This is an optimization exercise on Yosys and OpenROAD, whose aim is small area, a short achievable clock period and few clock cycles per item, not a production implementation.
At most, simulation tests tie the RTL to the original design; equivalence was not proved.
Power is estimated from default activity; no workload was simulated.

==> run a: inputs <==
Design systolic_matrix_mult, start of the top module:
module systolic_matrix_mult #(
    parameter DATA_WIDTH = 16,
    parameter FRAC_WIDTH = 8,
    parameter M = 4,
    parameter N = 4,
    parameter K = 4
)(
    input wire clk,
    input wire rst_n,
    input wire start,
    input wire signed [DATA_WIDTH-1:0] a_data,
    input wire [$clog2(M)-1:0] a_row,
    input wire [$clog2(K)-1:0] a_col,
    input wire a_valid,
    input wire signed [DATA_WIDTH-1:0] b_data,
    input wire [$clog2(K)-1:0] b_row,
    input wire [$clog2(N)-1:0] b_col,
    input wire b_valid,
    output reg signed [DATA_WIDTH-1:0] c_data,
    output reg [$clog2(M)-1:0] c_row,
    output reg [$clog2(N)-1:0] c_col,
    output reg c_valid,
    output reg done
);
export LEC_CHECK = 0
export CAP_MARGIN = 20
export CORE_MARGIN = 2
export CORE_UTILIZATION = 30
export SLEW_MARGIN = 20
create_clock -name core_clock -period 10.0 [get_ports {clk}]
standard.sh (not shown) runs the stock make flow with config.mk's settings and CLKGATE_MAP_FILE= SYNTH_SCRIPT=/design/flow/synth_recipe.tcl, a recipe that flattens the netlist after the stock synthesis.
==> flow/flow/run.sh <==
#!/bin/bash
set -euo pipefail
margin=$(cat flow/margin.txt)
bash standard.sh SETUP_SLACK_MARGIN="$margin" finish > standard_flow.log 2>&1
==> flow/flow/margin.txt <==
6.6
==> run b (differences from run a) <==
==> flow/flow/margin.txt (replaced) <==
6.8
==> summary.txt <==
item                                                  run a        run b
Run status                         timing/DRC/antenna clean  timing/DRC/antenna clean
Power Dens Cells                                187 nW/um^2  190 nW/um^2
Fraction of met1 tracks used by global routing        0.255        0.248
Overall fraction of global-route tracks in use        0.193        0.183
Final layout net count                                 4675         4613
Min-Delay Endpoint                                  p3_j[0]     c_col[0]
Leakage power of the design                         22.3 nW      21.9 nW
Post-CTS setup buffers                                  242          126
Combined area of the multi-input logic cells    25300 sq um  24900 sq um
Final Hold Slack                                     324 ps       326 ps
Number of non-clock buffers                             450          387
Highest signal layer in the routed design              met5         met4
Sequential share of cell area                         0.385        0.392
Detailed placer's ending HPWL                      98800 um     98600 um
Worst hold path startpoint                          p2_j[0]      p3_j[0]
Final Cycle Share                                     0.370        0.372
No run of this note included a check of the RTL's function; only the layout flow was run.

==> 01-23 <==
systolic_matrix_mult, a different RTL version from the one above (not shown whole).
## systolic_matrix_mult
module systolic_matrix_mult #(
    parameter DATA_WIDTH = 16,
    parameter FRAC_WIDTH = 8,
    parameter M = 4,
    parameter N = 4,
    parameter K = 4
)(
    input wire clk,
    input wire rst_n,
    input wire start,
    input wire signed [DATA_WIDTH-1:0] a_data,
    input wire [$clog2(M)-1:0] a_row,
    input wire [$clog2(K)-1:0] a_col,
    input wire a_valid,
    input wire signed [DATA_WIDTH-1:0] b_data,
    input wire [$clog2(K)-1:0] b_row,
    input wire [$clog2(N)-1:0] b_col,
    input wire b_valid,
    output reg signed [DATA_WIDTH-1:0] c_data,
    output reg [$clog2(M)-1:0] c_row,
    output reg [$clog2(N)-1:0] c_col,
    output reg c_valid,
    output reg done
);
clock: 10.0 ns
lec_check: 0
cap_margin: 20
core_margin: 2
core_utilization: 30
setup_slack_margin: 5
slew_margin: 20
run.sh (not shown) runs the stock make flow with config.mk's settings and CLKGATE_MAP_FILE= SYNTH_SCRIPT=/design/flow/synth_recipe.tcl, a recipe that flattens the netlist after the stock synthesis.
Stock flow here: none of the scripts above is used.
==> inputs of 12-27, as changes to 01-23 <==
==> flow/flow/run.sh (new file) <==
#!/bin/bash
set -euo pipefail
margin=$(cat flow/margin.txt)
bash standard.sh SETUP_SLACK_MARGIN="$margin" finish > standard_flow.log 2>&1
==> flow/flow/margin.txt (new file) <==
6.5
==> flow/standard.sh (new file) <==
#!/bin/bash
# synth_recipe.tcl (not shown) runs the flow's synth.tcl, then flattens the netlist and writes it again
# the make line also repeats each setting of config.mk as NAME=value (left out here)
make -C /OpenROAD-flow-scripts/flow DESIGN_CONFIG=/design/flow/config.mk WORK_HOME=/design/flow/orfs CLKGATE_MAP_FILE= SYNTH_SCRIPT=/design/flow/synth_recipe.tcl "${@:-finish}"
--- a/flow/config.mk
+++ b/flow/config.mk
@@ -8,5 +8,4 @@
 export CAP_MARGIN = 20
 export CORE_MARGIN = 2
 export CORE_UTILIZATION = 30
-export SETUP_SLACK_MARGIN = 5
 export SLEW_MARGIN = 20
removed: flow/run.sh
==> comparison <==
Between 01-23 and 12-27, the lower final cell count is in 01-23 (gap about 2%, measured against 12-27). In 01-23 the wire length is lower than in 12-27, by 5.3%. Between 12-27 and 01-23, the lower count of clock-buffer cells in the layout is in 12-27 (gap 9). In 01-23 the combinational power is lower than in 12-27, by 25%. Against 01-23, the register-to-register slack of 12-27 is better by 0.70 ns.
Testbench counts of 01-23, summed over its fixed seeds: cycles 49,921, items 1,600.
Testbench counts of 12-27, summed over its fixed seeds: cycles 49,921, items 1,600.

==> port drivers added, routing unchanged <==
The flow's constraints put no driver on any port. The routed layouts listed below were extracted and timed again, unchanged, in two steps.
Step 1 sets driving cells, clkbuf_16 on the clock port and buf_2 on the other inputs (assumed; they add their load-dependent delay and slew).
Step 2 adds t to the input delays and takes it off the output delays; t is the mean of the earliest and latest rising clock arrival at the registers after step 1. Input paths then give back, and output paths get back, about the clock's delay inside the block.
Three values: ideal, step 1, step 2; two values: the first two.
run	t, ns	setup slack, ns	hold slack, ns	clock arrival spread, ns
run a	0.764	6.296 / 6.296 / 5.862	0.324 / 0.324 / 0.324	0.052 / 0.053
run b	0.777	6.281 / 6.281 / 6.062	0.326 / 0.326 / 0.326	0.090 / 0.090
01-23	0.740	5.520 / 5.520 / 5.520	0.327 / 0.327 / 0.327	0.023 / 0.023
12-27	0.742	6.223 / 6.223 / 5.850	0.324 / 0.324 / 0.324	0.036 / 0.036
After both steps setup and hold are still met in every run listed. The setup slack of run a, which loses most, moves by 0.000 ns with the drivers and by -0.434 ns with both steps.
